Background: an optimization exercise with open tools, aiming at small area, a short achievable clock period and few clock cycles. Do not read the settings as production practice.
At most, simulation tests tie the RTL to the original design; equivalence was not proved.
The RTL of run 2 was laid out without a check of its function.

$ cat config.mk
export PLATFORM = sky130hd
export DESIGN_NAME = stack_machine
export DESIGN_NICKNAME = stack_machine
export VERILOG_FILES = /design/flow/design.v
export SDC_FILE = /design/flow/constraint.sdc
export NUM_CORES = 4
export LEC_CHECK = 0
export CAP_MARGIN = 20
export CORE_MARGIN = 2
export CORE_UTILIZATION = 40
export SETUP_SLACK_MARGIN = 2.0
export SLEW_MARGIN = 20
$ cat constraint.sdc
create_clock -name core_clock -period 7.0 [get_ports {clk}]
set_input_delay 1.4000 -clock core_clock [delete_from_list [all_inputs] [get_ports {clk}]]
set_output_delay 1.4000 -clock core_clock [all_outputs]
set_load 0.01 [all_outputs]
$ cat design.v
module stack_machine_mulchunk (
    input  [18:0] x,
    input  [10:0] b,
    input  [18:0] acc,
    input         first,
    input         s,
    output [28:0] msum
);
wire [19:0] xe = {x[18], x};
wire neg0 = b[2];
wire one0 = b[1] ^ b[0];
wire two0 = (b[2] & ~b[1] & ~b[0]) | (~b[2] & b[1] & b[0]);
wire w0_0 = ((one0 & xe[0]) | (two0 & 1'b0)) ^ neg0;
wire w0_1 = ((one0 & xe[1]) | (two0 & xe[0])) ^ neg0;
wire w0_2 = ((one0 & xe[2]) | (two0 & xe[1])) ^ neg0;
wire w0_3 = ((one0 & xe[3]) | (two0 & xe[2])) ^ neg0;
wire w0_4 = ((one0 & xe[4]) | (two0 & xe[3])) ^ neg0;
wire w0_5 = ((one0 & xe[5]) | (two0 & xe[4])) ^ neg0;
wire w0_6 = ((one0 & xe[6]) | (two0 & xe[5])) ^ neg0;
wire w0_7 = ((one0 & xe[7]) | (two0 & xe[6])) ^ neg0;
wire w0_8 = ((one0 & xe[8]) | (two0 & xe[7])) ^ neg0;
wire w0_9 = ((one0 & xe[9]) | (two0 & xe[8])) ^ neg0;
wire w0_10 = ((one0 & xe[10]) | (two0 & xe[9])) ^ neg0;
wire w0_11 = ((one0 & xe[11]) | (two0 & xe[10])) ^ neg0;
wire w0_12 = ((one0 & xe[12]) | (two0 & xe[11])) ^ neg0;
wire w0_13 = ((one0 & xe[13]) | (two0 & xe[12])) ^ neg0;
wire w0_14 = ((one0 & xe[14]) | (two0 & xe[13])) ^ neg0;
wire w0_15 = ((one0 & xe[15]) | (two0 & xe[14])) ^ neg0;
wire w0_16 = ((one0 & xe[16]) | (two0 & xe[15])) ^ neg0;
wire w0_17 = ((one0 & xe[17]) | (two0 & xe[16])) ^ neg0;
wire w0_18 = ((one0 & xe[18]) | (two0 & xe[17])) ^ neg0;
wire w0_19 = ((one0 & xe[19]) | (two0 & xe[18])) ^ neg0;
wire neg1 = b[4];
wire one1 = b[3] ^ b[2];
wire two1 = (b[4] & ~b[3] & ~b[2]) | (~b[4] & b[3] & b[2]);
wire w1_0 = ((one1 & xe[0]) | (two1 & 1'b0)) ^ neg1;
wire w1_1 = ((one1 & xe[1]) | (two1 & xe[0])) ^ neg1;
wire w1_2 = ((one1 & xe[2]) | (two1 & xe[1])) ^ neg1;
wire w1_3 = ((one1 & xe[3]) | (two1 & xe[2])) ^ neg1;
wire w1_4 = ((one1 & xe[4]) | (two1 & xe[3])) ^ neg1;
wire w1_5 = ((one1 & xe[5]) | (two1 & xe[4])) ^ neg1;
wire w1_6 = ((one1 & xe[6]) | (two1 & xe[5])) ^ neg1;
wire w1_7 = ((one1 & xe[7]) | (two1 & xe[6])) ^ neg1;
wire w1_8 = ((one1 & xe[8]) | (two1 & xe[7])) ^ neg1;
wire w1_9 = ((one1 & xe[9]) | (two1 & xe[8])) ^ neg1;
wire w1_10 = ((one1 & xe[10]) | (two1 & xe[9])) ^ neg1;
wire w1_11 = ((one1 & xe[11]) | (two1 & xe[10])) ^ neg1;
wire w1_12 = ((one1 & xe[12]) | (two1 & xe[11])) ^ neg1;
wire w1_13 = ((one1 & xe[13]) | (two1 & xe[12])) ^ neg1;
wire w1_14 = ((one1 & xe[14]) | (two1 & xe[13])) ^ neg1;
wire w1_15 = ((one1 & xe[15]) | (two1 & xe[14])) ^ neg1;
wire w1_16 = ((one1 & xe[16]) | (two1 & xe[15])) ^ neg1;
wire w1_17 = ((one1 & xe[17]) | (two1 & xe[16])) ^ neg1;
wire w1_18 = ((one1 & xe[18]) | (two1 & xe[17])) ^ neg1;
wire w1_19 = ((one1 & xe[19]) | (two1 & xe[18])) ^ neg1;
wire neg2 = b[6];
wire one2 = b[5] ^ b[4];
wire two2 = (b[6] & ~b[5] & ~b[4]) | (~b[6] & b[5] & b[4]);
wire w2_0 = ((one2 & xe[0]) | (two2 & 1'b0)) ^ neg2;
wire w2_1 = ((one2 & xe[1]) | (two2 & xe[0])) ^ neg2;
wire w2_2 = ((one2 & xe[2]) | (two2 & xe[1])) ^ neg2;
wire w2_3 = ((one2 & xe[3]) | (two2 & xe[2])) ^ neg2;
wire w2_4 = ((one2 & xe[4]) | (two2 & xe[3])) ^ neg2;
wire w2_5 = ((one2 & xe[5]) | (two2 & xe[4])) ^ neg2;
wire w2_6 = ((one2 & xe[6]) | (two2 & xe[5])) ^ neg2;
wire w2_7 = ((one2 & xe[7]) | (two2 & xe[6])) ^ neg2;
wire w2_8 = ((one2 & xe[8]) | (two2 & xe[7])) ^ neg2;
wire w2_9 = ((one2 & xe[9]) | (two2 & xe[8])) ^ neg2;
wire w2_10 = ((one2 & xe[10]) | (two2 & xe[9])) ^ neg2;
wire w2_11 = ((one2 & xe[11]) | (two2 & xe[10])) ^ neg2;
wire w2_12 = ((one2 & xe[12]) | (two2 & xe[11])) ^ neg2;
wire w2_13 = ((one2 & xe[13]) | (two2 & xe[12])) ^ neg2;
wire w2_14 = ((one2 & xe[14]) | (two2 & xe[13])) ^ neg2;
wire w2_15 = ((one2 & xe[15]) | (two2 & xe[14])) ^ neg2;
wire w2_16 = ((one2 & xe[16]) | (two2 & xe[15])) ^ neg2;
wire w2_17 = ((one2 & xe[17]) | (two2 & xe[16])) ^ neg2;
wire w2_18 = ((one2 & xe[18]) | (two2 & xe[17])) ^ neg2;
wire w2_19 = ((one2 & xe[19]) | (two2 & xe[18])) ^ neg2;
wire neg3 = b[8];
wire one3 = b[7] ^ b[6];
wire two3 = (b[8] & ~b[7] & ~b[6]) | (~b[8] & b[7] & b[6]);
wire w3_0 = ((one3 & xe[0]) | (two3 & 1'b0)) ^ neg3;
wire w3_1 = ((one3 & xe[1]) | (two3 & xe[0])) ^ neg3;
wire w3_2 = ((one3 & xe[2]) | (two3 & xe[1])) ^ neg3;
wire w3_3 = ((one3 & xe[3]) | (two3 & xe[2])) ^ neg3;
wire w3_4 = ((one3 & xe[4]) | (two3 & xe[3])) ^ neg3;
wire w3_5 = ((one3 & xe[5]) | (two3 & xe[4])) ^ neg3;
wire w3_6 = ((one3 & xe[6]) | (two3 & xe[5])) ^ neg3;
wire w3_7 = ((one3 & xe[7]) | (two3 & xe[6])) ^ neg3;
wire w3_8 = ((one3 & xe[8]) | (two3 & xe[7])) ^ neg3;
wire w3_9 = ((one3 & xe[9]) | (two3 & xe[8])) ^ neg3;
wire w3_10 = ((one3 & xe[10]) | (two3 & xe[9])) ^ neg3;
wire w3_11 = ((one3 & xe[11]) | (two3 & xe[10])) ^ neg3;
wire w3_12 = ((one3 & xe[12]) | (two3 & xe[11])) ^ neg3;
wire w3_13 = ((one3 & xe[13]) | (two3 & xe[12])) ^ neg3;
wire w3_14 = ((one3 & xe[14]) | (two3 & xe[13])) ^ neg3;
wire w3_15 = ((one3 & xe[15]) | (two3 & xe[14])) ^ neg3;
wire w3_16 = ((one3 & xe[16]) | (two3 & xe[15])) ^ neg3;
wire w3_17 = ((one3 & xe[17]) | (two3 & xe[16])) ^ neg3;
wire w3_18 = ((one3 & xe[18]) | (two3 & xe[17])) ^ neg3;
wire w3_19 = ((one3 & xe[19]) | (two3 & xe[18])) ^ neg3;
wire neg4 = b[10];
wire one4 = b[9] ^ b[8];
wire two4 = (b[10] & ~b[9] & ~b[8]) | (~b[10] & b[9] & b[8]);
wire w4_0 = ((one4 & xe[0]) | (two4 & 1'b0)) ^ neg4;
wire w4_1 = ((one4 & xe[1]) | (two4 & xe[0])) ^ neg4;
wire w4_2 = ((one4 & xe[2]) | (two4 & xe[1])) ^ neg4;
wire w4_3 = ((one4 & xe[3]) | (two4 & xe[2])) ^ neg4;
wire w4_4 = ((one4 & xe[4]) | (two4 & xe[3])) ^ neg4;
wire w4_5 = ((one4 & xe[5]) | (two4 & xe[4])) ^ neg4;
wire w4_6 = ((one4 & xe[6]) | (two4 & xe[5])) ^ neg4;
wire w4_7 = ((one4 & xe[7]) | (two4 & xe[6])) ^ neg4;
wire w4_8 = ((one4 & xe[8]) | (two4 & xe[7])) ^ neg4;
wire w4_9 = ((one4 & xe[9]) | (two4 & xe[8])) ^ neg4;
wire w4_10 = ((one4 & xe[10]) | (two4 & xe[9])) ^ neg4;
wire w4_11 = ((one4 & xe[11]) | (two4 & xe[10])) ^ neg4;
wire w4_12 = ((one4 & xe[12]) | (two4 & xe[11])) ^ neg4;
wire w4_13 = ((one4 & xe[13]) | (two4 & xe[12])) ^ neg4;
wire w4_14 = ((one4 & xe[14]) | (two4 & xe[13])) ^ neg4;
wire w4_15 = ((one4 & xe[15]) | (two4 & xe[14])) ^ neg4;
wire w4_16 = ((one4 & xe[16]) | (two4 & xe[15])) ^ neg4;
wire w4_17 = ((one4 & xe[17]) | (two4 & xe[16])) ^ neg4;
wire w4_18 = ((one4 & xe[18]) | (two4 & xe[17])) ^ neg4;
wire w4_19 = ((one4 & xe[19]) | (two4 & xe[18])) ^ neg4;
wire [18:0] arow = first ? {11'd0, 8'd128 - {7'd0, s}} : {~acc[18], acc[17:0]};
wire [28:0] kc = first ? 29'(-(29'd341 << 19)) : 29'(-(29'd341 << 19) - (29'd1 << 18));
wire t1 = w0_6 ^ w1_4;
wire t2 = w0_6 & w1_4;
wire t3 = w0_7 ^ w1_5;
wire t4 = w0_7 & w1_5;
wire t5 = w0_8 ^ w1_6 ^ w2_4;
wire t6 = (w0_8 & w1_6) | (w0_8 & w2_4) | (w1_6 & w2_4);
wire t7 = w3_2 ^ w4_0;
wire t8 = w3_2 & w4_0;
wire t9 = w0_9 ^ w1_7 ^ w2_5;
wire t10 = (w0_9 & w1_7) | (w0_9 & w2_5) | (w1_7 & w2_5);
wire t11 = w3_3 ^ w4_1;
wire t12 = w3_3 & w4_1;
wire t13 = w0_10 ^ w1_8 ^ w2_6;
wire t14 = (w0_10 & w1_8) | (w0_10 & w2_6) | (w1_8 & w2_6);
wire t15 = w3_4 ^ w4_2;
wire t16 = w3_4 & w4_2;
wire t17 = w0_11 ^ w1_9 ^ w2_7;
wire t18 = (w0_11 & w1_9) | (w0_11 & w2_7) | (w1_9 & w2_7);
wire t19 = w3_5 ^ w4_3;
wire t20 = w3_5 & w4_3;
wire t21 = w0_12 ^ w1_10 ^ w2_8;
wire t22 = (w0_12 & w1_10) | (w0_12 & w2_8) | (w1_10 & w2_8);
wire t23 = w3_6 ^ w4_4;
wire t24 = w3_6 & w4_4;
wire t25 = w0_13 ^ w1_11 ^ w2_9;
wire t26 = (w0_13 & w1_11) | (w0_13 & w2_9) | (w1_11 & w2_9);
wire t27 = w3_7 ^ w4_5;
wire t28 = w3_7 & w4_5;
wire t29 = w0_14 ^ w1_12 ^ w2_10;
wire t30 = (w0_14 & w1_12) | (w0_14 & w2_10) | (w1_12 & w2_10);
wire t31 = w3_8 ^ w4_6;
wire t32 = w3_8 & w4_6;
wire t33 = w0_15 ^ w1_13 ^ w2_11;
wire t34 = (w0_15 & w1_13) | (w0_15 & w2_11) | (w1_13 & w2_11);
wire t35 = w3_9 ^ w4_7;
wire t36 = w3_9 & w4_7;
wire t37 = w0_16 ^ w1_14 ^ w2_12;
wire t38 = (w0_16 & w1_14) | (w0_16 & w2_12) | (w1_14 & w2_12);
wire t39 = w3_10 ^ w4_8;
wire t40 = w3_10 & w4_8;
wire t41 = w0_17 ^ w1_15 ^ w2_13;
wire t42 = (w0_17 & w1_15) | (w0_17 & w2_13) | (w1_15 & w2_13);
wire t43 = w3_11 ^ w4_9;
wire t44 = w3_11 & w4_9;
wire t45 = w0_18 ^ w1_16 ^ w2_14;
wire t46 = (w0_18 & w1_16) | (w0_18 & w2_14) | (w1_16 & w2_14);
wire t47 = w3_12 ^ w4_10;
wire t48 = w3_12 & w4_10;
wire t49 = ~w0_19 ^ w1_17 ^ w2_15;
wire t50 = (~w0_19 & w1_17) | (~w0_19 & w2_15) | (w1_17 & w2_15);
wire t51 = w0_2 ^ w1_0;
wire t52 = w0_2 & w1_0;
wire t53 = w0_3 ^ w1_1;
wire t54 = w0_3 & w1_1;
wire t55 = w0_4 ^ w1_2 ^ w2_0;
wire t56 = (w0_4 & w1_2) | (w0_4 & w2_0) | (w1_2 & w2_0);
wire t57 = neg2 ^ arow[4];
wire t58 = neg2 & arow[4];
wire t59 = w0_5 ^ w1_3 ^ w2_1;
wire t60 = (w0_5 & w1_3) | (w0_5 & w2_1) | (w1_3 & w2_1);
wire t61 = arow[5] ^ kc[5];
wire t62 = arow[5] & kc[5];
wire t63 = w2_2 ^ w3_0 ^ neg3;
wire t64 = (w2_2 & w3_0) | (w2_2 & neg3) | (w3_0 & neg3);
wire t65 = arow[6] ^ kc[6] ^ t1;
wire t66 = (arow[6] & kc[6]) | (arow[6] & t1) | (kc[6] & t1);
wire t67 = w2_3 ^ w3_1 ^ arow[7];
wire t68 = (w2_3 & w3_1) | (w2_3 & arow[7]) | (w3_1 & arow[7]);
wire t69 = kc[7] ^ t2 ^ t3;
wire t70 = (kc[7] & t2) | (kc[7] & t3) | (t2 & t3);
wire t71 = neg4 ^ arow[8] ^ kc[8];
wire t72 = (neg4 & arow[8]) | (neg4 & kc[8]) | (arow[8] & kc[8]);
wire t73 = t4 ^ t5 ^ t7;
wire t74 = (t4 & t5) | (t4 & t7) | (t5 & t7);
wire t75 = arow[9] ^ kc[9] ^ t6;
wire t76 = (arow[9] & kc[9]) | (arow[9] & t6) | (kc[9] & t6);
wire t77 = t8 ^ t9 ^ t11;
wire t78 = (t8 & t9) | (t8 & t11) | (t9 & t11);
wire t79 = arow[10] ^ kc[10] ^ t10;
wire t80 = (arow[10] & kc[10]) | (arow[10] & t10) | (kc[10] & t10);
wire t81 = t12 ^ t13 ^ t15;
wire t82 = (t12 & t13) | (t12 & t15) | (t13 & t15);
wire t83 = arow[11] ^ kc[11] ^ t14;
wire t84 = (arow[11] & kc[11]) | (arow[11] & t14) | (kc[11] & t14);
wire t85 = t16 ^ t17 ^ t19;
wire t86 = (t16 & t17) | (t16 & t19) | (t17 & t19);
wire t87 = arow[12] ^ kc[12] ^ t18;
wire t88 = (arow[12] & kc[12]) | (arow[12] & t18) | (kc[12] & t18);
wire t89 = t20 ^ t21 ^ t23;
wire t90 = (t20 & t21) | (t20 & t23) | (t21 & t23);
wire t91 = arow[13] ^ kc[13] ^ t22;
wire t92 = (arow[13] & kc[13]) | (arow[13] & t22) | (kc[13] & t22);
wire t93 = t24 ^ t25 ^ t27;
wire t94 = (t24 & t25) | (t24 & t27) | (t25 & t27);
wire t95 = arow[14] ^ kc[14] ^ t26;
wire t96 = (arow[14] & kc[14]) | (arow[14] & t26) | (kc[14] & t26);
wire t97 = t28 ^ t29 ^ t31;
wire t98 = (t28 & t29) | (t28 & t31) | (t29 & t31);
wire t99 = arow[15] ^ kc[15] ^ t30;
wire t100 = (arow[15] & kc[15]) | (arow[15] & t30) | (kc[15] & t30);
wire t101 = t32 ^ t33 ^ t35;
wire t102 = (t32 & t33) | (t32 & t35) | (t33 & t35);
wire t103 = arow[16] ^ kc[16] ^ t34;
wire t104 = (arow[16] & kc[16]) | (arow[16] & t34) | (kc[16] & t34);
wire t105 = t36 ^ t37 ^ t39;
wire t106 = (t36 & t37) | (t36 & t39) | (t37 & t39);
wire t107 = arow[17] ^ kc[17] ^ t38;
wire t108 = (arow[17] & kc[17]) | (arow[17] & t38) | (kc[17] & t38);
wire t109 = t40 ^ t41 ^ t43;
wire t110 = (t40 & t41) | (t40 & t43) | (t41 & t43);
wire t111 = arow[18] ^ kc[18] ^ t42;
wire t112 = (arow[18] & kc[18]) | (arow[18] & t42) | (kc[18] & t42);
wire t113 = t44 ^ t45 ^ t47;
wire t114 = (t44 & t45) | (t44 & t47) | (t45 & t47);
wire t115 = w3_13 ^ w4_11 ^ kc[19];
wire t116 = (w3_13 & w4_11) | (w3_13 & kc[19]) | (w4_11 & kc[19]);
wire t117 = t46 ^ t48 ^ t49;
wire t118 = (t46 & t48) | (t46 & t49) | (t48 & t49);
wire t119 = w1_18 ^ w2_16 ^ w3_14;
wire t120 = (w1_18 & w2_16) | (w1_18 & w3_14) | (w2_16 & w3_14);
wire t121 = w4_12 ^ kc[20] ^ t50;
wire t122 = (w4_12 & kc[20]) | (w4_12 & t50) | (kc[20] & t50);
wire t123 = ~w1_19 ^ w2_17 ^ w3_15;
wire t124 = (~w1_19 & w2_17) | (~w1_19 & w3_15) | (w2_17 & w3_15);
wire t125 = w4_13 ^ kc[21];
wire t126 = w4_13 & kc[21];
wire t127 = w2_18 ^ w3_16 ^ w4_14;
wire t128 = (w2_18 & w3_16) | (w2_18 & w4_14) | (w3_16 & w4_14);
wire t129 = ~w2_19 ^ w3_17;
wire t130 = ~w2_19 & w3_17;
wire t131 = w0_0 ^ neg0;
wire t132 = w0_0 & neg0;
wire t133 = w0_1 ^ arow[1];
wire t134 = w0_1 & arow[1];
wire t135 = neg1 ^ arow[2] ^ kc[2];
wire t136 = (neg1 & arow[2]) | (neg1 & kc[2]) | (arow[2] & kc[2]);
wire t137 = arow[3] ^ kc[3] ^ t52;
wire t138 = (arow[3] & kc[3]) | (arow[3] & t52) | (kc[3] & t52);
wire t139 = kc[4] ^ t54 ^ t55;
wire t140 = (kc[4] & t54) | (kc[4] & t55) | (t54 & t55);
wire t141 = t56 ^ t58 ^ t59;
wire t142 = (t56 & t58) | (t56 & t59) | (t58 & t59);
wire t143 = t60 ^ t62 ^ t63;
wire t144 = (t60 & t62) | (t60 & t63) | (t62 & t63);
wire t145 = t64 ^ t66 ^ t67;
wire t146 = (t64 & t66) | (t64 & t67) | (t66 & t67);
wire t147 = t68 ^ t70 ^ t71;
wire t148 = (t68 & t70) | (t68 & t71) | (t70 & t71);
wire t149 = t72 ^ t74 ^ t75;
wire t150 = (t72 & t74) | (t72 & t75) | (t74 & t75);
wire t151 = t76 ^ t78 ^ t79;
wire t152 = (t76 & t78) | (t76 & t79) | (t78 & t79);
wire t153 = t80 ^ t82 ^ t83;
wire t154 = (t80 & t82) | (t80 & t83) | (t82 & t83);
wire t155 = t84 ^ t86 ^ t87;
wire t156 = (t84 & t86) | (t84 & t87) | (t86 & t87);
wire t157 = t88 ^ t90 ^ t91;
wire t158 = (t88 & t90) | (t88 & t91) | (t90 & t91);
wire t159 = t92 ^ t94 ^ t95;
wire t160 = (t92 & t94) | (t92 & t95) | (t94 & t95);
wire t161 = t96 ^ t98 ^ t99;
wire t162 = (t96 & t98) | (t96 & t99) | (t98 & t99);
wire t163 = t100 ^ t102 ^ t103;
wire t164 = (t100 & t102) | (t100 & t103) | (t102 & t103);
wire t165 = t104 ^ t106 ^ t107;
wire t166 = (t104 & t106) | (t104 & t107) | (t106 & t107);
wire t167 = t108 ^ t110 ^ t111;
wire t168 = (t108 & t110) | (t108 & t111) | (t110 & t111);
wire t169 = t112 ^ t114 ^ t115;
wire t170 = (t112 & t114) | (t112 & t115) | (t114 & t115);
wire t171 = t116 ^ t118 ^ t119;
wire t172 = (t116 & t118) | (t116 & t119) | (t118 & t119);
wire t173 = t120 ^ t122 ^ t123;
wire t174 = (t120 & t122) | (t120 & t123) | (t122 & t123);
wire t175 = kc[22] ^ t124 ^ t126;
wire t176 = (kc[22] & t124) | (kc[22] & t126) | (t124 & t126);
wire t177 = w4_15 ^ kc[23] ^ t128;
wire t178 = (w4_15 & kc[23]) | (w4_15 & t128) | (kc[23] & t128);
wire t179 = w3_18 ^ w4_16 ^ kc[24];
wire t180 = (w3_18 & w4_16) | (w3_18 & kc[24]) | (w4_16 & kc[24]);
wire t181 = ~w3_19 ^ w4_17;
wire t182 = ~w3_19 & w4_17;
wire t183 = arow[0] ^ kc[0];
wire t184 = arow[0] & kc[0];
wire t185 = kc[1] ^ t132 ^ t133;
wire t186 = (kc[1] & t132) | (kc[1] & t133) | (t132 & t133);
wire t187 = t51 ^ t134 ^ t135;
wire t188 = (t51 & t134) | (t51 & t135) | (t134 & t135);
wire t189 = t53 ^ t136 ^ t137;
wire t190 = (t53 & t136) | (t53 & t137) | (t136 & t137);
wire t191 = t57 ^ t138 ^ t139;
wire t192 = (t57 & t138) | (t57 & t139) | (t138 & t139);
wire t193 = t61 ^ t140 ^ t141;
wire t194 = (t61 & t140) | (t61 & t141) | (t140 & t141);
wire t195 = t65 ^ t142 ^ t143;
wire t196 = (t65 & t142) | (t65 & t143) | (t142 & t143);
wire t197 = t69 ^ t144 ^ t145;
wire t198 = (t69 & t144) | (t69 & t145) | (t144 & t145);
wire t199 = t73 ^ t146 ^ t147;
wire t200 = (t73 & t146) | (t73 & t147) | (t146 & t147);
wire t201 = t77 ^ t148 ^ t149;
wire t202 = (t77 & t148) | (t77 & t149) | (t148 & t149);
wire t203 = t81 ^ t150 ^ t151;
wire t204 = (t81 & t150) | (t81 & t151) | (t150 & t151);
wire t205 = t85 ^ t152 ^ t153;
wire t206 = (t85 & t152) | (t85 & t153) | (t152 & t153);
wire t207 = t89 ^ t154 ^ t155;
wire t208 = (t89 & t154) | (t89 & t155) | (t154 & t155);
wire t209 = t93 ^ t156 ^ t157;
wire t210 = (t93 & t156) | (t93 & t157) | (t156 & t157);
wire t211 = t97 ^ t158 ^ t159;
wire t212 = (t97 & t158) | (t97 & t159) | (t158 & t159);
wire t213 = t101 ^ t160 ^ t161;
wire t214 = (t101 & t160) | (t101 & t161) | (t160 & t161);
wire t215 = t105 ^ t162 ^ t163;
wire t216 = (t105 & t162) | (t105 & t163) | (t162 & t163);
wire t217 = t109 ^ t164 ^ t165;
wire t218 = (t109 & t164) | (t109 & t165) | (t164 & t165);
wire t219 = t113 ^ t166 ^ t167;
wire t220 = (t113 & t166) | (t113 & t167) | (t166 & t167);
wire t221 = t117 ^ t168 ^ t169;
wire t222 = (t117 & t168) | (t117 & t169) | (t168 & t169);
wire t223 = t121 ^ t170 ^ t171;
wire t224 = (t121 & t170) | (t121 & t171) | (t170 & t171);
wire t225 = t125 ^ t172 ^ t173;
wire t226 = (t125 & t172) | (t125 & t173) | (t172 & t173);
wire t227 = t127 ^ t174 ^ t175;
wire t228 = (t127 & t174) | (t127 & t175) | (t174 & t175);
wire t229 = t129 ^ t176 ^ t177;
wire t230 = (t129 & t176) | (t129 & t177) | (t176 & t177);
wire t231 = t130 ^ t178 ^ t179;
wire t232 = (t130 & t178) | (t130 & t179) | (t178 & t179);
wire t233 = kc[25] ^ t180 ^ t181;
wire t234 = (kc[25] & t180) | (kc[25] & t181) | (t180 & t181);
wire t235 = w4_18 ^ kc[26] ^ t182;
wire t236 = (w4_18 & kc[26]) | (w4_18 & t182) | (kc[26] & t182);
wire t237 = ~w4_19 ^ kc[27];
wire t238 = ~w4_19 & kc[27];
wire [28:0] ra = {kc[28], t236, t234, t232, t230, t228, t226, t224, t222, t220, t218, t216, t214, t212, t210, t208, t206, t204, t202, t200, t198, t196, t194, t192, t190, t188, t186, t184, t131};
wire [28:0] rb = {t238, t237, t235, t233, t231, t229, t227, t225, t223, t221, t219, t217, t215, t213, t211, t209, t207, t205, t203, t201, t199, t197, t195, t193, t191, t189, t187, t185, t183};
assign msum = ra + rb;
endmodule
module stack_machine (
    clk,
    rst,
    start,
    ready,
    x_input,
    y_output,
    skip_pixel,
    output_queue_index,
    output_queue_get,
    output_queue_length,
    output_queue_data_out,
    output_queue_ready
);
input clk;
input rst;
input      start;
output     ready;
input      [9:0] x_input;
output reg [8:0] y_output;
output reg       skip_pixel;
output reg [5:0]  output_queue_index;
output reg        output_queue_get;
input      [6:0]  output_queue_length;
input      [19:0] output_queue_data_out;
input             output_queue_ready;
localparam NS = 10;               
localparam [18:0] VMAX = 19'h3ffff;
localparam [18:0] VMIN = 19'h40000;
localparam [3:0] ST_IDLE  = 4'd0,
                 ST_RUN   = 4'd1,
                 ST_FIN   = 4'd2,
                 ST_SINIT = 4'd3,
                 ST_TSCAN = 4'd4,
                 ST_ROOTS = 4'd5,
                 ST_DN    = 4'd6,
                 ST_FS1   = 4'd7,
                 ST_FS2   = 4'd8,
                 ST_UPB   = 4'd9,
                 ST_UPS   = 4'd10,
                 ST_FS3   = 4'd11,
                 ST_SWAP  = 4'd12,
                 ST_OPX   = 4'd13,
                 ST_OPW   = 4'd14,
                 ST_ROOT  = 4'd15;
localparam [1:0] U_MUL = 2'd0, U_POW = 2'd1, U_DIV = 2'd2;
reg  [3:0]  state;
reg         rdy;
reg  [9:0]  xr;
reg  [18:0] S [0:NS-1];
reg  [3:0]  dp;                   
reg  [6:0]  c;                    
reg         pend;                 
reg         rv;                   
reg         u_busy;
reg  [1:0]  u_kind;
reg  [3:0]  u_cnt;
reg         u_wb;                 
reg  [10:0] pw;                   
reg  [18:0] acc;                  
reg  [1:0]  ml;                   
reg  [9:0]  mh;                   
reg         dsign;
reg         dovf;
reg  [6:0]  cnt;
reg  [6:0]  q;
reg  [6:0]  sq;
reg  [6:0]  sr;
wire [18:0] S0 = S[0];
wire [18:0] S1 = S[1];
assign ready = rdy;
wire [6:0]  xm  = {1'b0, xr[9:6], 2'b0} + {1'b0, xr[5:0]};
reg  [4:0]  xmq;
reg  [2:0]  xb;
integer xi;
always @(*) begin
    xmq = 5'd0;
    xb  = 3'd0;
    for (xi = 0; xi < 128; xi = xi + 1)
        if (xm == xi[6:0]) begin
            xmq = 5'(xi / 5);
            xb  = 3'(xi % 5);
        end
end
wire [7:0]  xa  = {2'b0, xr[9:6], 2'b0} + {1'b0, xr[9:6], 3'b0} + {3'd0, xmq};
wire [3:0]  xt  = {xb, xr < 10'd320};
reg  [5:0]  xlo;
always @(*) begin
    case (xt)
        4'b0000: xlo = 6'd0;   4'b0001: xlo = 6'd0;
        4'b0010: xlo = 6'd12;  4'b0011: xlo = 6'd13;
        4'b0100: xlo = 6'd25;  4'b0101: xlo = 6'd26;
        4'b0110: xlo = 6'd38;  4'b0111: xlo = 6'd39;
        4'b1000: xlo = 6'd51;  4'b1001: xlo = 6'd52;
        default: xlo = 6'd0;
    endcase
end
wire [12:0] xhi = {5'd0, xa} - 13'd64;
reg  [18:0] X;
reg         xfix;
wire [19:0] qd     = output_queue_data_out;
wire        it_op  = qd[19] & (qd[2:0] != 3'd6);
wire [2:0]  opc    = qd[2:0];
wire [18:0] pv     = qd[19] ? X : qd[18:0];
wire [19:0] sum   = {S1[18], S1} + {S0[18], S0};
wire [19:0] dif   = {S1[18], S1} - {S0[18], S0};
wire [18:0] r_add = (sum[19] != sum[18]) ? (sum[19] ? VMIN : VMAX) : sum[18:0];
wire [18:0] r_sub = (dif[19] != dif[18]) ? (dif[19] ? VMIN : VMAX) : dif[18:0];
wire [19:0] ye    = {S1[18], S1};
wire [10:0] mb    = u_cnt[0] ? {ye[19:10], ye[9]} : {ye[9:0], 1'b0};
wire [28:0] msum;
stack_machine_mulchunk mulchunk (
    .x     (S0),
    .b     (mb),
    .acc   (acc),
    .first (~u_cnt[0]),
    .s     (S0[18] ^ S1[18]),
    .msum  (msum)
);
wire        m_hi  = ~mh[9] & ({mh[8:0], acc[18:16]} != 12'd0);
wire        m_lo  =  mh[9] & ({mh[8:0], acc[18:16]} != 12'hfff);
wire [18:0] r_mul = m_hi ? VMAX : m_lo ? VMIN : {acc[16:0], ml};
wire [18:0] aS0 = S0[18] ? -S0 : S0;
wire [18:0] aS1 = S1[18] ? -S1 : S1;
wire [18:0] rem = acc;
wire [19:0] d1  = {rem, S1[18]} - {1'b0, S0};
wire        q1  = ~d1[19];
wire [18:0] r1  = q1 ? d1[18:0] : {rem[17:0], S1[18]};
wire [19:0] d2  = {r1, S1[17]} - {1'b0, S0};
wire        q2  = ~d2[19];
wire [18:0] r2  = q2 ? d2[18:0] : {r1[17:0], S1[17]};
wire [18:0] r_div = dovf ? (dsign ? VMIN : VMAX) : (dsign ? -{1'b0, S1[17:0]} : {1'b0, S1[17:0]});
wire        [18:0] s0v = (dp == 4'd0) ? 19'd0 : S0;
wire signed [24:0] sx  = {{6{s0v[18]}}, s0v};
wire signed [24:0] yr  = 25'sd61440 + {17'd0, s0v[7:0]} - (sx <<< 4) - (sx <<< 2);
wire               yskip = yr[24] | (yr >= 25'sd123136);
wire [6:0] L = output_queue_length;
localparam [3:0] MV_HOLD = 0, MV_PUSH = 1, MV_POP = 2, MV_DRAIN = 3, MV_SWAP = 4,
                 MV_SET0 = 5, MV_COPY = 6, MV_DIVA = 7, MV_DIVS = 8, MV_XFIX = 9,
                 MV_PP = 10;      
reg  [3:0]  mv;
reg  [18:0] res;
reg  [3:0]  state_n;
reg         get_n;
reg  [6:0]  f_n;
reg  [6:0]  f;                    
reg         pend_n;
reg         u_busy_n;
reg         ex;                   
reg         ex_done;              
reg         exo;                  
reg         wbnext;               
reg         ustart;               
reg  [1:0]  ustart_kind;
reg         skip_set;
reg         slow;
reg         s0sm;                 
wire        dz = u_busy & (u_kind == U_DIV) & ~u_wb & (u_cnt == 4'd0) & (S0 == 19'd0);
always @(*) begin
    slow = (state != ST_RUN);
    ex   = ((state == ST_RUN) & pend & ~u_busy) |
           ((state == ST_DN) & rv & ~it_op) | ((state == ST_OPX) & rv);
    mv          = MV_HOLD;
    res         = r_add;
    ustart      = 1'b0;
    ustart_kind = U_MUL;
    ex_done     = 1'b0;
    skip_set    = 1'b0;
    state_n     = state;
    exo    = 1'b0;
    wbnext = u_busy & ~u_wb &
             ((u_kind == U_DIV) ? (u_cnt == 4'd8) : (u_cnt[0] & ~(u_kind == U_POW && pw > 11'd2)));
    if (u_busy) begin
        if (u_wb) begin
            if (u_kind == U_DIV) begin
                mv  = MV_POP;
                res = r_div;
            end else if (u_kind == U_POW && pw[10:1] == 10'd0) begin
                res = pw[0] ? S0 : 19'd256;
                mv  = MV_POP;
            end else begin
                res = r_mul;
                mv  = (u_kind == U_POW && pw != 11'd2) ? MV_SET0 : MV_POP;
            end
        end else if (u_kind == U_DIV) begin
            mv = MV_DIVS;
            if (dz) begin
                skip_set = 1'b1;
                state_n  = ST_IDLE;
            end
        end
    end
    if ((state == ST_RUN) && pend && u_busy && u_wb && mv == MV_POP && !it_op) begin
        exo = 1'b1;
        mv  = MV_PP;
    end
    if (ex) begin
        if (!it_op) begin
            if (!slow && dp == NS) begin
                state_n = ST_SINIT;
            end else begin
                mv = MV_PUSH;
                ex_done = 1'b1;
            end
        end else if (dp < 4'd2) begin
            state_n = ST_FIN;
        end else begin
            case (opc)
                3'd0: begin mv = MV_POP; res = r_add; ex_done = 1'b1; end
                3'd1: begin mv = MV_POP; res = r_sub; ex_done = 1'b1; end
                3'd2: begin ustart = 1'b1; ustart_kind = U_MUL; end
                3'd3: begin
                    mv = MV_DIVA;
                    ustart = 1'b1; ustart_kind = U_DIV;
                end
                3'd4: begin
                    if (s0sm) begin
                        if (S0[8]) mv = MV_DRAIN;
                        else begin mv = MV_POP; res = 19'd256; end
                        ex_done = 1'b1;
                    end else begin
                        mv = MV_COPY;
                        ustart = 1'b1; ustart_kind = U_POW;
                    end
                end
                default: begin mv = MV_POP; res = r_sub; ex_done = 1'b1; end
            endcase
        end
    end
    if (xfix && mv != MV_PUSH) mv = MV_XFIX;
    if (state == ST_FIN && dp > 4'd1) mv = MV_DRAIN;
    if (state == ST_SWAP) mv = MV_SWAP;
    if (state == ST_ROOT && sq != 7'd0) mv = MV_DRAIN;
end
always @(*) begin
    if (ustart) u_busy_n = 1'b1;
    else if (dz) u_busy_n = 1'b0;
    else if (u_busy && u_wb && !(u_kind == U_POW && pw > 11'd2)) u_busy_n = 1'b0;
    else u_busy_n = u_busy;
end
integer k;
always @(posedge clk) begin
    case (mv)
        MV_PUSH: begin
            S[0] <= pv;
            S[1] <= xfix ? X : S0;
            for (k = 2; k < NS; k = k + 1) S[k] <= S[k-1];
        end
        MV_XFIX: S[0] <= X;
        MV_POP: begin
            S[0] <= res;
            for (k = 1; k < NS - 1; k = k + 1) S[k] <= S[k+1];
        end
        MV_DRAIN: begin
            for (k = 0; k < NS - 1; k = k + 1) S[k] <= S[k+1];
        end
        MV_SWAP: begin
            S[0] <= S1;
            S[1] <= S0;
        end
        MV_SET0: S[0] <= res;
        MV_PP: begin
            S[0] <= pv;
            S[1] <= res;
        end
        MV_COPY: S[0] <= S1;
        MV_DIVA: begin
            S[0] <= aS0;
            S[1] <= {aS1[9:0], 9'd0};
        end
        MV_DIVS: S[1] <= {S1[16:0], q1, q2};
        default: ;
    endcase
    case (mv)
        MV_PUSH, MV_PP:    s0sm <= ~qd[19] & (qd[18:9] == 10'd0);
        MV_HOLD, MV_DIVS:  s0sm <= s0sm;
        default:           s0sm <= 1'b0;
    endcase
    case (mv)
        MV_PUSH:           dp <= dp + 4'd1;
        MV_POP, MV_DRAIN:  dp <= dp - 4'd1;
        default: ;
    endcase
    u_busy <= u_busy_n;
    if (ustart) begin
        u_kind <= ustart_kind;
        u_cnt  <= 4'd0;
        u_wb   <= 1'b0;
        if (ustart_kind == U_MUL) begin
            acc   <= msum[28:10];
            ml    <= msum[9:8];
            u_cnt <= 4'd1;
        end
        if (ustart_kind == U_POW) begin
            pw   <= S0[18:8];
            u_wb <= (S0[18:9] == 10'd0);
        end
        if (ustart_kind == U_DIV) begin
            acc   <= {10'd0, aS1[18:10]};
            dsign <= S0[18] ^ S1[18];
        end
    end else if (u_busy) begin
        if (u_wb) begin
            u_wb  <= 1'b0;
            u_cnt <= 4'd0;
            if (u_kind == U_POW) pw <= pw - 11'd1;
        end else if (u_kind == U_DIV) begin
            if (u_cnt == 4'd0) dovf <= (rem >= S0);
            acc   <= r2;
            u_cnt <= dz ? 4'd0 : u_cnt + 4'd1;
            if (u_cnt == 4'd8) u_wb <= 1'b1;
        end else if (!u_cnt[0]) begin
            acc   <= msum[28:10];
            ml    <= msum[9:8];
            u_cnt <= 4'd1;
        end else begin
            acc   <= msum[18:0];
            mh    <= msum[28:19];
            u_wb  <= 1'b1;
        end
    end
    X <= {xhi, xlo};
    xfix <= (state == ST_RUN) && ex && !it_op && qd[19] && c == 7'd0;
    if (skip_set) skip_pixel <= 1'b1;
    if (state == ST_FIN && dp <= 4'd1 && !xfix) begin
        skip_pixel <= yskip;
        y_output   <= yr[16:8];
    end
    if (state == ST_IDLE || state == ST_SINIT) dp <= 4'd0;
    if (rst) begin
        xfix   <= 1'b0;
        u_busy <= 1'b0;
        u_wb   <= 1'b0;
        u_cnt  <= 4'd0;
        dp     <= 4'd0;
    end
end
always @(posedge clk) begin
    rv   <= output_queue_get;
    rdy  <= 1'b0;
    output_queue_get <= 1'b0;
    case (state)
        ST_IDLE: begin
            rdy <= 1'b1;
            output_queue_get   <= 1'b1;
            output_queue_index <= 6'd0;
            f <= 7'd0;
            if (start) begin
                xr   <= x_input;
                c    <= 7'd0;
                pend <= 1'b1;
                rdy  <= 1'b0;
                if (L == 7'd0) begin
                    state <= ST_FIN;
                    output_queue_get <= 1'b0;
                end else begin
                    state <= ST_RUN;
                    f <= 7'd1;
                    output_queue_index <= 6'd1;
                    output_queue_get   <= (L > 7'd1);
                end
            end
        end
        ST_RUN: begin
            begin : run_blk
                reg p_n;
                reg [6:0] fn;
                reg [6:0] cn;
                p_n = output_queue_get | (pend & ~ex & ~exo);
                fn  = f + {6'd0, output_queue_get};
                cn  = c + {6'd0, ex | exo};
                pend <= p_n;
                f    <= fn;
                c    <= cn;
                output_queue_index <= fn[5:0];
                output_queue_get   <= (fn < L) & (~p_n | ~u_busy_n |
                                      (~output_queue_get & pend & ~ex & ~it_op & wbnext));
                if (state_n != ST_RUN) begin
                    state <= state_n;
                    output_queue_get <= 1'b0;
                    if (state_n == ST_IDLE) begin
                        rdy <= 1'b1;
                        output_queue_get   <= 1'b1;
                        output_queue_index <= 6'd0;
                        f <= 7'd0;
                    end
                end else if ((ex_done && cn == L) ||
                             (u_busy && !u_busy_n && cn == L)) begin
                    state <= ST_FIN;
                    output_queue_get <= 1'b0;
                end
            end
        end
        ST_FIN: begin
            if (dp <= 4'd1 && !xfix) begin
                state <= ST_IDLE;
                rdy   <= 1'b1;
                output_queue_get   <= 1'b1;
                output_queue_index <= 6'd0;
                f <= 7'd0;
            end
        end
        ST_SINIT: begin
            f  <= 7'd0;
            cnt <= 7'd0;
            if (L == 7'd0) begin
                c <= 7'd0;
                state <= ST_ROOTS;
            end else begin
                output_queue_get   <= 1'b1;
                output_queue_index <= 6'd0;
                state <= ST_TSCAN;
            end
        end
        ST_TSCAN: if (rv) begin
            if (it_op && cnt < 7'd2) begin
                c <= f;
                state <= ST_ROOTS;
            end else begin
                cnt <= it_op ? cnt - 7'd1 : cnt + 7'd1;
                f  <= f + 7'd1;
                if (f + 7'd1 == L) begin
                    c <= L;
                    state <= ST_ROOTS;
                end else begin
                    output_queue_get   <= 1'b1;
                    output_queue_index <= 6'(f + 7'd1);
                end
            end
        end
        ST_ROOTS: begin
            if (c == 7'd0) state <= ST_FIN;
            else begin
                q <= c - 7'd1;
                output_queue_get   <= 1'b1;
                output_queue_index <= 6'(c - 7'd1);
                state <= ST_DN;
            end
        end
        ST_DN: if (rv) begin
            if (!it_op) begin
                sq <= q;
                state <= ST_UPB;
            end else begin
                f  <= q - 7'd1;
                cnt <= 7'd1;
                output_queue_get   <= 1'b1;
                output_queue_index <= 6'(q - 7'd1);
                state <= ST_FS1;
            end
        end
        ST_FS1, ST_FS2, ST_FS3: if (rv) begin
            begin : fs_blk
                reg [6:0] cn;
                cn = it_op ? cnt + 7'd1 : cnt - 7'd1;
                if (cn != 7'd0) begin
                    cnt <= cn;
                    f  <= f - 7'd1;
                    output_queue_get   <= 1'b1;
                    output_queue_index <= 6'(f - 7'd1);
                end else if (state == ST_FS1) begin
                    sr  <= f;
                    f  <= f - 7'd1;
                    cnt <= 7'd1;
                    output_queue_get   <= 1'b1;
                    output_queue_index <= 6'(f - 7'd1);
                    state <= ST_FS2;
                end else if (state == ST_FS2) begin
                    if ((sr - f) >= (q - sr)) begin
                        q <= sr - 7'd1;
                        output_queue_index <= 6'(sr - 7'd1);
                    end else begin
                        q <= q - 7'd1;
                        output_queue_index <= 6'(q - 7'd1);
                    end
                    output_queue_get <= 1'b1;
                    state <= ST_DN;
                end else begin
                    if ((q - sq + 7'd1) > (sq - f)) begin
                        q <= sq - 7'd1;
                        output_queue_index <= 6'(sq - 7'd1);
                        state <= ST_DN;
                    end else begin
                        q  <= sr;
                        sq <= f;
                        output_queue_index <= 6'(sr);
                        state <= ST_OPX;
                    end
                    output_queue_get <= 1'b1;
                end
            end
        end
        ST_UPB: begin
            if (q + 7'd1 == c) state <= ST_ROOT;
            else begin
                f  <= q + 7'd1;
                cnt <= 7'd0;
                output_queue_get   <= 1'b1;
                output_queue_index <= 6'(q + 7'd1);
                state <= ST_UPS;
            end
        end
        ST_UPS: if (rv) begin
            if (it_op && cnt == 7'd0) begin
                sr  <= f;
                f  <= sq - 7'd1;
                cnt <= 7'd1;
                output_queue_get   <= 1'b1;
                output_queue_index <= 6'(sq - 7'd1);
                state <= ST_FS3;
            end else if (it_op && cnt == 7'd1) begin
                sr <= f;
                if ((q - sq + 7'd1) >= (f - 7'd1 - q)) begin
                    q <= f - 7'd1;
                    output_queue_get   <= 1'b1;
                    output_queue_index <= 6'(f - 7'd1);
                    state <= ST_DN;
                end else begin
                    q <= f;
                    state <= ST_SWAP;
                end
            end else begin
                cnt <= it_op ? cnt - 7'd1 : cnt + 7'd1;
                f  <= f + 7'd1;
                if (f + 7'd1 == c) state <= ST_ROOT;
                else begin
                    output_queue_get   <= 1'b1;
                    output_queue_index <= 6'(f + 7'd1);
                end
            end
        end
        ST_SWAP: begin
            output_queue_get   <= 1'b1;
            output_queue_index <= 6'(q);
            state <= ST_OPX;
        end
        ST_OPX: if (rv) begin
            if (state_n == ST_IDLE) begin
                state <= ST_IDLE;
                rdy   <= 1'b1;
                output_queue_get   <= 1'b1;
                output_queue_index <= 6'd0;
                f <= 7'd0;
            end else if (ustart) state <= ST_OPW;
            else state <= ST_UPB;
        end
        ST_OPW: begin
            if (dz) begin
                state <= ST_IDLE;
                rdy   <= 1'b1;
                output_queue_get   <= 1'b1;
                output_queue_index <= 6'd0;
                f <= 7'd0;
            end else if (!u_busy_n) state <= ST_UPB;
        end
        ST_ROOT: begin
            if (sq == 7'd0) state <= ST_FIN;
            else begin
                q <= sq - 7'd1;
                output_queue_get   <= 1'b1;
                output_queue_index <= 6'(sq - 7'd1);
                state <= ST_DN;
            end
        end
        default: state <= ST_IDLE;
    endcase
    if (rst) begin
        state <= ST_IDLE;
        rdy   <= 1'b1;
        output_queue_get <= 1'b1;
        pend  <= 1'b0;
        f     <= 7'd0;
        output_queue_index <= 6'd0;
    end
end
endmodule
$ cat run.sh
#!/bin/bash
# synth_recipe.tcl (not shown) runs the flow's synth.tcl, then flattens the netlist and writes it again
# the make line also repeats each setting of config.mk as NAME=value (left out here)
make -C /OpenROAD-flow-scripts/flow DESIGN_CONFIG=/design/flow/config.mk WORK_HOME=/design/flow/orfs CLKGATE_MAP_FILE= SYNTH_SCRIPT=/design/flow/synth_recipe.tcl finish
==> results of run 1 <==
routing by layer:
layer  vias up  GRT usage, %  wire length, um
met1     17600          41.0            60700
li1      16600             -                -
met4         8          14.8             9050
met3       538          6.18            16200
met2      2151          44.9            62600
met5         -             0               52
cell families after synthesis:
group | share of synthesized area (%)
simple gates | 15.4
fa+ha+maj | 14.9
buf+inv | 6.16
xor+xnor | 7.07
compound gates | 24.4
mux | 6.02
flops | 26.0
Yosys cell counts (12+ instances only):
| cell | count | area [um^2] |
|---|---|---|
| nor2_1 | 346 | 1300 |
| nand2_1 | 338 | 1270 |
| a21oi_1 | 334 | 1670 |
| ha_1 | 306 | 3830 |
| edfxtp_1 | 292 | 8770 |
| inv_1 | 269 | 1010 |
| o21ai_0 | 262 | 1310 |
| clkbuf_1 | 239 | 897 |
| xnor2_1 | 217 | 1900 |
| mux2_2 | 136 | 1530 |
| nor3_1 | 114 | 571 |
| nand3_1 | 96 | 480 |
| a211oi_1 | 88 | 661 |
| fa_1 | 87 | 1740 |
| xor2_1 | 80 | 701 |
| a221oi_1 | 75 | 657 |
| mux2i_1 | 72 | 721 |
| a21o_1 | 62 | 465 |
| a22oi_1 | 62 | 465 |
| dfxtp_1 | 47 | 941 |
| a31oi_1 | 46 | 288 |
| nand2b_1 | 46 | 288 |
| o22ai_1 | 46 | 288 |
| o21a_1 | 41 | 308 |
| nor2b_1 | 40 | 250 |
| nor4_1 | 38 | 238 |
| buf_2 | 37 | 185 |
| or3_1 | 33 | 206 |
| and3_1 | 32 | 200 |
| o211ai_1 | 32 | 240 |
| nand4_1 | 29 | 181 |
| and2_1 | 27 | 169 |
| buf_1 | 27 | 101 |
| a221o_1 | 25 | 250 |
| a222oi_1 | 23 | 230 |
| o221ai_1 | 22 | 193 |
| clkinv_1 | 20 | 75.1 |
| o21bai_1 | 19 | 143 |
| o31ai_1 | 19 | 143 |
| a311oi_1 | 18 | 158 |
| o2111ai_1 | 16 | 140 |
| or2_2 | 14 | 87.6 |
| o311ai_0 | 13 | 114 |
| a2111oi_0 | 12 | 105 |
| o211a_1 | 12 | 120 |
final cells by class:
cell class                 count  area (um^2)
tap                         1254         1570
clock buffer                  44         1050
antenna                        2         5.00
timing repair buffer         366         3330
multi-input combinational   3479        27400
inverter                     293         1210
fill                        9018        48300
clock inverter                32          447
sequential                   339         9720
registers in the layout, indices dropped and copies added (netlist names), 2 cells and up:
signal	flops
S	190
acc	19
X	15
pw	11
mh	10
xr	10
y_output	9
c	7
cnt	7
f	7
q	7
sq	7
sr	7
output_queue_index	6
dp	4
state	4
u_cnt	4
ml	2
u_kind	2
timing repair:
item,in CTS,in global routing
endpoints found under the setup margin,46,155
gates cloned,11,3
pin swaps,50,70
resized for setup,159,164
buffers inserted,89,55
worst paths after layout:
check            from  endpoint  slack, ps  cells past startpoint
max          u_cnt[0]   acc[16]        830                     26
min           S[8][0]   S[9][0]        440                      0
max reg2reg  u_cnt[0]   acc[16]        830                     26
min reg2reg   S[8][0]   S[9][0]        440                      0
metrics by stage:
stage,hold slack [ps],util [%],std cells
2_1_floorplan,406,-,4408
4_1_cts,441,46.7,5749
3_3_place_gp,423,43.3,5573
3_5_place_dp,428,43.3,5573
6_report,440,48.0,5809
5_1_grt,454,48.0,5807
==> impl_metrics.toml, run 1 <==
[setup_path]
crit_buf_inv = 7
cpMaxStageDelayCell = "fa_1"
cp.arrival_ps = 6540
path_max_fanout = 5
critPathTopFamily = "adder cells"
cp-end-kind = "flop"
critPathMaxStageDelay_ps = 540
critPathKind = "flop to flop"
start_kind = "flop"
required_ps = 7360

[placement]
hpwl_mm = 105
port_buffers = 57
gp_congestion = 1.01
preCtsSetupSlack_ps = 164
dpl_cell_area_um2 = 40300

[routing]
first_pass_iters = 8
wirelength_mm = 149
first_iter_violations = 4387
ant_nets = 0
detail_route.wl_per_cell_um = 25.6
vias_per_cell = 6.35
num_vias = 36900
drc = 0

[job]
maxCapViolCount = 0

[cts]
cts_hold_buffers = 0
root_buffer = "clkbuf_16"
h-tree-depth = 2
cts.sinks = 339
clk_transition_reported_paths_ps = 60
cts_tree = "yes"
clock_latency_ps = 610
cts_made_buffers = 41
cts_buffer_depth = 3

[die]
dieArea_um2 = 96000
io_pins = 59
die_width_um = 310
start_util_pct = 40.2
core-area_um2 = 93000
die_h_um = 310
num_rows = 112

[timing]
slew_viol_final = 0
grt_setup_unrepaired = "yes"
fin_skew_ps = 24.6
fmaxAchievable_ghz = 0.162
setup_viol = 0
worst_slack_ps = 828
max_slew_margin_pct = 27.5
tns_ps = 0
hold_viol = 0
tightest_slew_ps = 1090
post-route-period-util_pct = 88.2
period_minus_slack_ps = 6170

[logic_synthesis]
synth-seq-area-share_pct = 26.0
yosys_register_bits = 339
synth_edf_count = 292
syn_inst = 4408
avgSynthCellArea_um2 = 8.49
synthArstFlopShare_pct = 0
synth_ff_type = "edfxtp_1"
ys_warn_count = 2
synth_fp_nets = 4842
synth.distinct_cells = 102
syn-cell-area_um2 = 37400

[final_layout]
layout_commonest_cell = "nand2_1"
final_cell_mix = "nand2_1, nor2_1, a21oi_1"
area_growth_pct = 19.5
final_area_um2 = 44700
nNetsFinal = 4954
final_layout_size_suffix_gt1_share_pct = 18.7

[global_route]
overflow = 0
track_usage_pct = 30.0
grt_pass1_wl_mm = 219
antenna_found_initial = 7
grt_max_degree = 105
grt_pass1_vias = 34400

[min_path]
hold_class = "flop to flop"

[outcome]
outcome = "timing/DRC/antenna clean"
Testbench counts, summed over its fixed seeds: cycles 52,980.
==> run 2: changes to the inputs <==
--- a/design.v
+++ b/design.v
@@ -505,6 +505,5 @@
 wire [6:0] L = output_queue_length;
 localparam [3:0] MV_HOLD = 0, MV_PUSH = 1, MV_POP = 2, MV_DRAIN = 3, MV_SWAP = 4,
-                 MV_SET0 = 5, MV_COPY = 6, MV_DIVA = 7, MV_DIVS = 8, MV_XFIX = 9,
-                 MV_PP = 10;      
+                 MV_SET0 = 5, MV_COPY = 6, MV_DIVA = 7, MV_DIVS = 8, MV_XFIX = 9;
 reg  [3:0]  mv;
 reg  [18:0] res;
@@ -517,6 +516,4 @@
 reg         ex;                   
 reg         ex_done;              
-reg         exo;                  
-reg         wbnext;               
 reg         ustart;               
 reg  [1:0]  ustart_kind;
@@ -536,7 +533,4 @@
     skip_set    = 1'b0;
     state_n     = state;
-    exo    = 1'b0;
-    wbnext = u_busy & ~u_wb &
-             ((u_kind == U_DIV) ? (u_cnt == 4'd8) : (u_cnt[0] & ~(u_kind == U_POW && pw > 11'd2)));
     if (u_busy) begin
         if (u_wb) begin
@@ -559,8 +553,4 @@
         end
     end
-    if ((state == ST_RUN) && pend && u_busy && u_wb && mv == MV_POP && !it_op) begin
-        exo = 1'b1;
-        mv  = MV_PP;
-    end
     if (ex) begin
         if (!it_op) begin
@@ -628,8 +618,4 @@
         end
         MV_SET0: S[0] <= res;
-        MV_PP: begin
-            S[0] <= pv;
-            S[1] <= res;
-        end
         MV_COPY: S[0] <= S1;
         MV_DIVA: begin
@@ -641,5 +627,5 @@
     endcase
     case (mv)
-        MV_PUSH, MV_PP:    s0sm <= ~qd[19] & (qd[18:9] == 10'd0);
+        MV_PUSH:           s0sm <= ~qd[19] & (qd[18:9] == 10'd0);
         MV_HOLD, MV_DIVS:  s0sm <= s0sm;
         default:           s0sm <= 1'b0;
@@ -735,13 +721,12 @@
                 reg [6:0] fn;
                 reg [6:0] cn;
-                p_n = output_queue_get | (pend & ~ex & ~exo);
+                p_n = output_queue_get | (pend & ~ex);
                 fn  = f + {6'd0, output_queue_get};
-                cn  = c + {6'd0, ex | exo};
+                cn  = c + {6'd0, ex};
                 pend <= p_n;
                 f    <= fn;
                 c    <= cn;
                 output_queue_index <= fn[5:0];
-                output_queue_get   <= (fn < L) & (~p_n | ~u_busy_n |
-                                      (~output_queue_get & pend & ~ex & ~it_op & wbnext));
+                output_queue_get   <= (fn < L) & (~p_n | ~u_busy_n);
                 if (state_n != ST_RUN) begin
                     state <= state_n;
@@ -754,5 +739,5 @@
                     end
                 end else if ((ex_done && cn == L) ||
-                             (u_busy && !u_busy_n && cn == L)) begin
+                             (u_busy && !u_busy_n && c == L)) begin
                     state <= ST_FIN;
                     output_queue_get <= 1'b0;
==> run 2 against run 1 <==
  * Critical path depth unchanged
  * Maximum frequency up 0.51%
  * Die area down 1.5%
  * Synthesized cell count down 1.4%
  * Wire length down 1.9%
  * Synthesized area down 1.5%
  * Global-route usage up 0.13 points
  * Register-to-register slack better by 30 ps
  * Critical path type unchanged
  * Hold slack worse by 0.54 ps
==> impl_metrics.toml, run 2 <==
[timing]
grt_setup_unrepaired = "yes"
tightest_slew_ps = 1080
setup_viol = 0
fmaxAchievable_ghz = 0.163
post-route-period-util_pct = 87.7
fin_skew_ps = 54.6
max_slew_margin_pct = 27.1
slew_viol_final = 0
tns_ps = 0
hold_viol = 0
period_minus_slack_ps = 6140

[global_route]
grt_pass1_wl_mm = 216
grt_max_degree = 89
overflow = 0
antenna_found_initial = 3
grt_pass1_vias = 33600
track_usage_pct = 30.1

[die]
start_util_pct = 40.3
dieArea_um2 = 94600
die_width_um = 308
die_h_um = 308
num_rows = 111
core-area_um2 = 91500
io_pins = 59

[logic_synthesis]
synth.distinct_cells = 105
synth-seq-area-share_pct = 26.3
avgSynthCellArea_um2 = 8.48
synth_fp_nets = 4785
ys_warn_count = 2
syn-cell-area_um2 = 36800
synth.area.top_cells = "edfxtp_1, ha_1, xnor2_1"
syn_inst = 4347
synth_ff_type = "edfxtp_1"
synth_edf_count = 292
synth.most_common_cell = "nor2_1"
synth_area_leader_cell = "edfxtp_1"
synthArstFlopShare_pct = 0
synthTopCellsByCount = "nor2_1, a21oi_1, ha_1"
yosys_register_bits = 339
synth.top_cell.area_share_pct = 23.8

[final_layout]
stdcell_count = 5688
largest_reg_flops = 190
final_cell_mix = "nor2_1, nand2_1, a21oi_1"
nNetsFinal = 4905
area_growth_pct = 18.6
fillCellCount = 8787
antennaDiodeCount = 0
largestRegisters = "S: 190 flops, acc: 19 flops, X: 15 flops"
layout_commonest_cell = "nor2_1"
final_layout_size_suffix_gt1_share_pct = 17.9
top_register = "S"

[job]
maxCapViolCount = 0

[setup_path]
crit_buf_inv = 8
required_ps = 7380
crit_start = "u_cnt[0]"
rr_startpoint = "u_cnt[0]"
path_max_fanout = 5
start_kind = "flop"
cp.arrival_ps = 6520
cp-end-kind = "flop"
critPathMostFrequentCell = "fa_1"
cpMaxStageDelayCell = "fa_1"
critPathMaxStageDelay_ps = 520
critPathTopFamily = "adder cells"
critPathKind = "flop to flop"

[min_path]
min_from = "S[8][12]"
hold_class = "flop to flop"

[outcome]
outcome = "timing/DRC/antenna clean"

[placement]
dp.cells = 5462
gp_congestion = 1.02
port_buffers = 57
hpwl_mm = 105

[cts]
cts_buffer_depth = 3
cts_made_buffers = 44
cts.sinks = 339
clock_latency_ps = 640
h-tree-depth = 2
clk_transition_reported_paths_ps = 60
root_buffer = "clkbuf_16"
cts_tree = "yes"

[routing]
first_pass_iters = 7
ant_nets = 0
detail_route.wl_per_cell_um = 25.6
drc = 0
first_iter_violations = 4314
num_vias = 35900
vias_per_cell = 6.31
wirelength_mm = 146
[run 2: cell types whose count changed in the layout (fill, tap and decap cells not counted), sizes merged, moves of 15 or more]
cell    before  now
a211oi      91  117
a21oi      335  320
a31oi       46   25
mux2i       72   46
nand2      339  306
nor2       349  415
nor3       116   97
o21ai      265  289
[run 2: worst paths after layout]
check / endpoint / slack, ps / cells after the start
hold reg to reg: S[9][12] / 440 / 0
setup / recovery: acc[16] / 860 / 26
hold / removal: S[9][12] / 440 / 0
setup reg to reg: acc[16] / 860 / 26
[run 2: what timing repair did]
action,CTS,global route
setup endpoints to repair,353,229
pin swaps,31,54
hold buffers,0,0
buffers inserted,92,36
resized for setup,181,103
cloned,13,3
[run 2: area by class of cell]
cell class | count | area (um^2) | share of cell area (%)
clock buffers | 52 | 1150 | 2.64
flip-flops and latches | 339 | 9710 | 22.2
multi-input cells | 3428 | 26400 | 60.3
clock inverters | 29 | 324 | 0.741
repair buffers | 365 | 3550 | 8.11
inverters | 288 | 1110 | 2.55
repair inverters | 1 | 5.00 | 0.0115
well taps | 1186 | 1480 | 3.40
[run 2: cell families (layout without fill, tap and decap cells)]
kind of cell / Yosys count / count (layout) / share of synthesized area, %
AO/OA/AOI/OAI: 1341 / 1341 / 24.2
buffers and inverters: 583 / 735 / 6.14
XOR/XNOR: 295 / 296 / 7.03
flip-flops: 339 / 339 / 26.3
AND/OR/NAND/NOR: 1205 / 1207 / 15.4
multiplexers: 187 / 187 / 5.56
adder cells (fa/ha/maj): 397 / 397 / 15.3
[run 2: metal layers]
| metal | wire length [um] | GRT usage (%) | part of all wire [%] | vias to the layer above |
|---|---|---|---|---|
| met3 | 13900 | 5.89 | 9.5 | 539 |
| met5 | 0 | 0 | 0 | - |
| met1 | 57600 | 38.7 | 40 | 17100 |
| li1 | - | - | - | 16300 |
| met2 | 62500 | 46.0 | 43 | 1982 |
| met4 | 11900 | 19.8 | 8.2 | 0 |
[run 2: metrics by stage]
| step | setup slack, ps | hold WS, ps | utilization [%] | cell area, um^2 |
|---|---|---|---|---|
| 3_3_place_gp | 408 | 423 | 43.2 | 39600 |
| 4_1_cts | 1010 | 446 | 46.9 | 42900 |
| 6_report | 859 | 440 | 47.8 | 43700 |
| 2_1_floorplan | 1130 | 403 | - | 37400 |
| 3_5_place_dp | 411 | 429 | 43.2 | 39600 |
| 5_1_grt | 653 | 457 | 47.8 | 43700 |

[afterwards: timing with drivers on the ports]
The results above use ideal ports. As a check the final layouts listed here were re-extracted and re-timed, cells and wires unchanged.
Step 1 sets driving cells, clkbuf_16 on the clock port and buf_2 on the other inputs (assumed; they add their load-dependent delay and slew).
Step 2, shift: input delay + t, output delay - t, t = (earliest + latest rising clock arrival at the registers) / 2. This alone moves slack from input paths to output paths.
a / b / c = ideal / step 1 / step 2; a / b = the first two.
run	t, ns	setup WS [ns]	worst hold slack (ns)
run 1	0.669	0.828 / 0.828 / 0.828	0.440 / 0.440 / 0.440
run 2	0.680	0.859 / 0.859 / 0.859	0.440 / 0.440 / 0.440
After both steps setup and hold are still met in every run listed.
